Context: an optimization exercise on an open-source flow, tuned for small area, a short achievable clock period and few clock cycles. The choices shown serve that exercise and are no tape-out recipe. In this exercise RTL edits were held to simulation tests only and were not proved equivalent to the original. No activity file was given, so power comes from the tool's default toggle rates.

Setup of the reference run:
==> flow/design.v (excerpt) <==
module top_top_module #(parameter W = 32, radix = 16, NUM_stages = $clog2(radix) - 1)
(
    input  logic clk,
    input  logic rst,
    input  logic start,
    input  logic [W-1:0] incoming_data,
    input  logic [NUM_stages:0] write_en_array,
    input  logic [(NUM_stages+1)*W-1:0] write_data_array,
    input  logic [(NUM_stages+1)*$clog2(radix/2)-1:0] write_addr_array,
    output logic [W-1:0] final_result,
    output logic done,
    output logic valid,
    output logic [NUM_stages:0] full_ram
);
  localparam logic [12:0] KCONST = 13'd4470;    
  logic [12:0] tw0 [0:7];
  logic [12:0] tw1 [0:3];
  logic [12:0] tw2 [0:1];
  logic [12:0] tw3;
  logic [7:0]  wf0;
  logic [3:0]  wf1;
  logic [1:0]  wf2;
  logic        wf3;
  logic [7:0]  dec0;
  logic [3:0]  dec1;
  logic [1:0]  dec2;
  always_comb begin
    for (int i = 0; i < 8; i++) dec0[i] = write_en_array[0] && write_addr_array[2:0] == i;
    for (int i = 0; i < 4; i++) dec1[i] = write_en_array[1] && write_addr_array[4:3] == i;
    for (int i = 0; i < 2; i++) dec2[i] = write_en_array[2] && write_addr_array[6] == i;
  end
  always_ff @(posedge clk) begin
    for (int i = 0; i < 8; i++) if (dec0[i]) tw0[i] <= write_data_array[12:0];
    for (int i = 0; i < 4; i++) if (dec1[i]) tw1[i] <= write_data_array[44:32];
    for (int i = 0; i < 2; i++) if (dec2[i]) tw2[i] <= write_data_array[76:64];
    if (write_en_array[3]) tw3 <= write_data_array[108:96];
  end
  always_ff @(posedge clk) begin
    if (rst) begin
      wf0 <= '0; wf1 <= '0; wf2 <= '0; wf3 <= 1'b0;
      full_ram <= '0;
    end else begin
      wf0 <= wf0 | dec0;
      wf1 <= wf1 | dec1;
      wf2 <= wf2 | dec2;
      wf3 <= wf3 | write_en_array[3];
  ...
==> flow/config.mk <==
export PLATFORM = sky130hd
export DESIGN_NAME = top_top_module
export DESIGN_NICKNAME = top_top_module
export VERILOG_FILES = /design/flow/design.v
export SDC_FILE = /design/flow/constraint.sdc
export NUM_CORES = 4
export LEC_CHECK = 0
export CAP_MARGIN = 20
export CORE_MARGIN = 2
export CORE_UTILIZATION = 40
export SLEW_MARGIN = 20
==> flow/constraint.sdc <==
create_clock -name core_clock -period 15.0 [get_ports {clk}]
set_input_delay 3.0000 -clock core_clock [delete_from_list [all_inputs] [get_ports {clk}]]
set_output_delay 3.0000 -clock core_clock [all_outputs]
set_load 0.01 [all_outputs]
run.sh (not shown) runs the stock make flow with config.mk's settings and CLKGATE_MAP_FILE= SYNTH_SCRIPT=/design/flow/synth_recipe.tcl, a recipe that flattens the netlist after the stock synthesis.
Testbench counts of the reference run, summed over its fixed seeds: cycles 6,912.
Changes in the trial run relative to the reference run:
Settings: ABC_CLOCK_PERIOD_IN_PS: unset -> 4000.
## What came out
- Re via count: no difference whatsoever between the reference run and the trial run.
- Mux cell area share after synthesis: the reference run vs the trial run identical
- ~same overall routed net length in the trial run and the reference run
- Going from the reference run to the trial run, utilization now sits at about the same level, sequential fraction of the synthesis area now sits at about the same level.
- Sequential portion of the cell area came out exactly the same in the trial run and the reference run.
- The trial run against the reference run: number of signal-net buffers in the layout did not really move; die footprint did not really move.
- The trial run has completed all stages; timing, DRC and antenna checks passed.
- Between the reference run and the trial run, the number of instances in the synthesized netlist figures differ only marginally.

========
Setup of build 7:
top_top_module, a different RTL version from the one above (not shown whole).
Size in the first run: roughly 5300 cells after synthesis, about 1100 flip-flops, ~220 I/O pins, about 58000 um2 of cells after synthesis.
Design top_top_module, start of the top module:
module top_top_module #(parameter W = 32, radix = 16, NUM_stages = $clog2(radix) - 1)
(
    input  logic clk,
    input  logic rst,
    input  logic start,
    input  logic [W-1:0] incoming_data,
    input  logic [NUM_stages:0] write_en_array,
    input  logic [(NUM_stages+1)*W-1:0] write_data_array,
    input  logic [(NUM_stages+1)*$clog2(radix/2)-1:0] write_addr_array,
    output logic [W-1:0] final_result,
    output logic done,
    output logic valid,
    output logic [NUM_stages:0] full_ram
);
  localparam logic [12:0] KCONST = 13'd4470;    
  logic [12:0] tw0 [0:7];
  logic [12:0] tw1 [0:3];
  logic [12:0] tw2 [0:1];
  logic [12:0] tw3;
  logic [7:0]  wf0;
  logic [3:0]  wf1;
  logic [1:0]  wf2;
  logic        wf3;
  logic [7:0]  dec0;
  logic [3:0]  dec1;
  logic [1:0]  dec2;
  always_comb begin
    for (int i = 0; i < 8; i++) dec0[i] = write_en_array[0] && write_addr_array[2:0] == i;
    for (int i = 0; i < 4; i++) dec1[i] = write_en_array[1] && write_addr_array[4:3] == i;
    for (int i = 0; i < 2; i++) dec2[i] = write_en_array[2] && write_addr_array[6] == i;
  end
  ...
Settings: LEC_CHECK=0, CAP_MARGIN=20, CORE_MARGIN=2, CORE_UTILIZATION=70, SLEW_MARGIN=20; clock period 15.0 ns.
Testbench counts of build 7, summed over its fixed seeds: cycles 7,104.
Inputs modified between build 7 and build 50:
Settings: changing SLEW_MARGIN from 20 to 80; changing CAP_MARGIN from 20 to 50; changing CORE_UTILIZATION from 70 to 50.
--- outcome ---
- Diff build 7 -> build 50: final design instance area without fill higher, count of non-CTS buffers in the layout now larger, clock-pin slew of the registers on the worst-case setup and hold paths barely changed.
- In build 50, the combinational group share of total power came out 3.5 points above the value in build 7.
- Reported for build 50 and build 7, sequential area share after synthesis turned out identical to the last digit.
- Summary — area growth from synthesis to layout, build 50 relative to build 7: higher, by 7.0 points.
- The run showing the greater final cell count is build 50.
- Maximum frequency was lower in the run labelled build 50.
Input-level comparison between build 65 and build 50:
Settings: CAP_MARGIN changed from 50 to 20; SLEW_MARGIN changed from 80 to 20; CORE_UTILIZATION changed from 50 to 40.
--- outcome ---
met3 usage for build 65: 1.2 points down relative to build 50
Final area (lower): build 65
Relative to build 50, build 65 improves switching power of the nets.
Compared build 50 against build 65; clock transition time at the flip-flop clock pins of the worst setup and hold paths within noise.

static timing again, ports no longer ideal:
No port has a modelled driver above. Below, the same layouts with a new extraction and two added sets of constraints. Step 1: set_driving_cell puts a clkbuf_16 on clk and a buf_2 on each other input, an assumption about the parent block. Step 2, shift: input delay + t, output delay - t, t = (earliest + latest rising clock arrival at the registers) / 2. This alone moves slack from input paths to output paths. Slacks: no drivers / after step 1 / after step 2; pairs: no drivers / after step 1.
run | t, ns | setup slack, ns | hold WS [ns] | clock arrival spread, ns | worst data-port slew with drivers (ns)
the reference run | 0.780 | 7.835 / 7.835 / 7.835 | 0.315 / 0.315 / 0.315 | 0.052 / 0.052 | 0.09
the trial run | 0.780 | 7.835 / 7.835 / 7.835 | 0.315 / 0.315 / 0.315 | 0.052 / 0.052 | 0.09
build 7 | 0.749 | 9.905 / 9.905 / 9.567 | 0.321 / 0.321 / 0.321 | 0.057 / 0.058 | 0.07
build 50 | 0.790 | 9.713 / 9.713 / 9.713 | 0.287 / 0.287 / 0.287 | 0.076 / 0.075 | 0.08
build 65 | 0.829 | 9.686 / 9.686 / 9.686 | 0.311 / 0.311 / 0.311 | 0.042 / 0.043 | 0.14
After both steps every run listed still meets setup and hold. The setup slack of build 7, which loses most, moves by 0.000 ns with the drivers and by -0.338 ns with both steps.
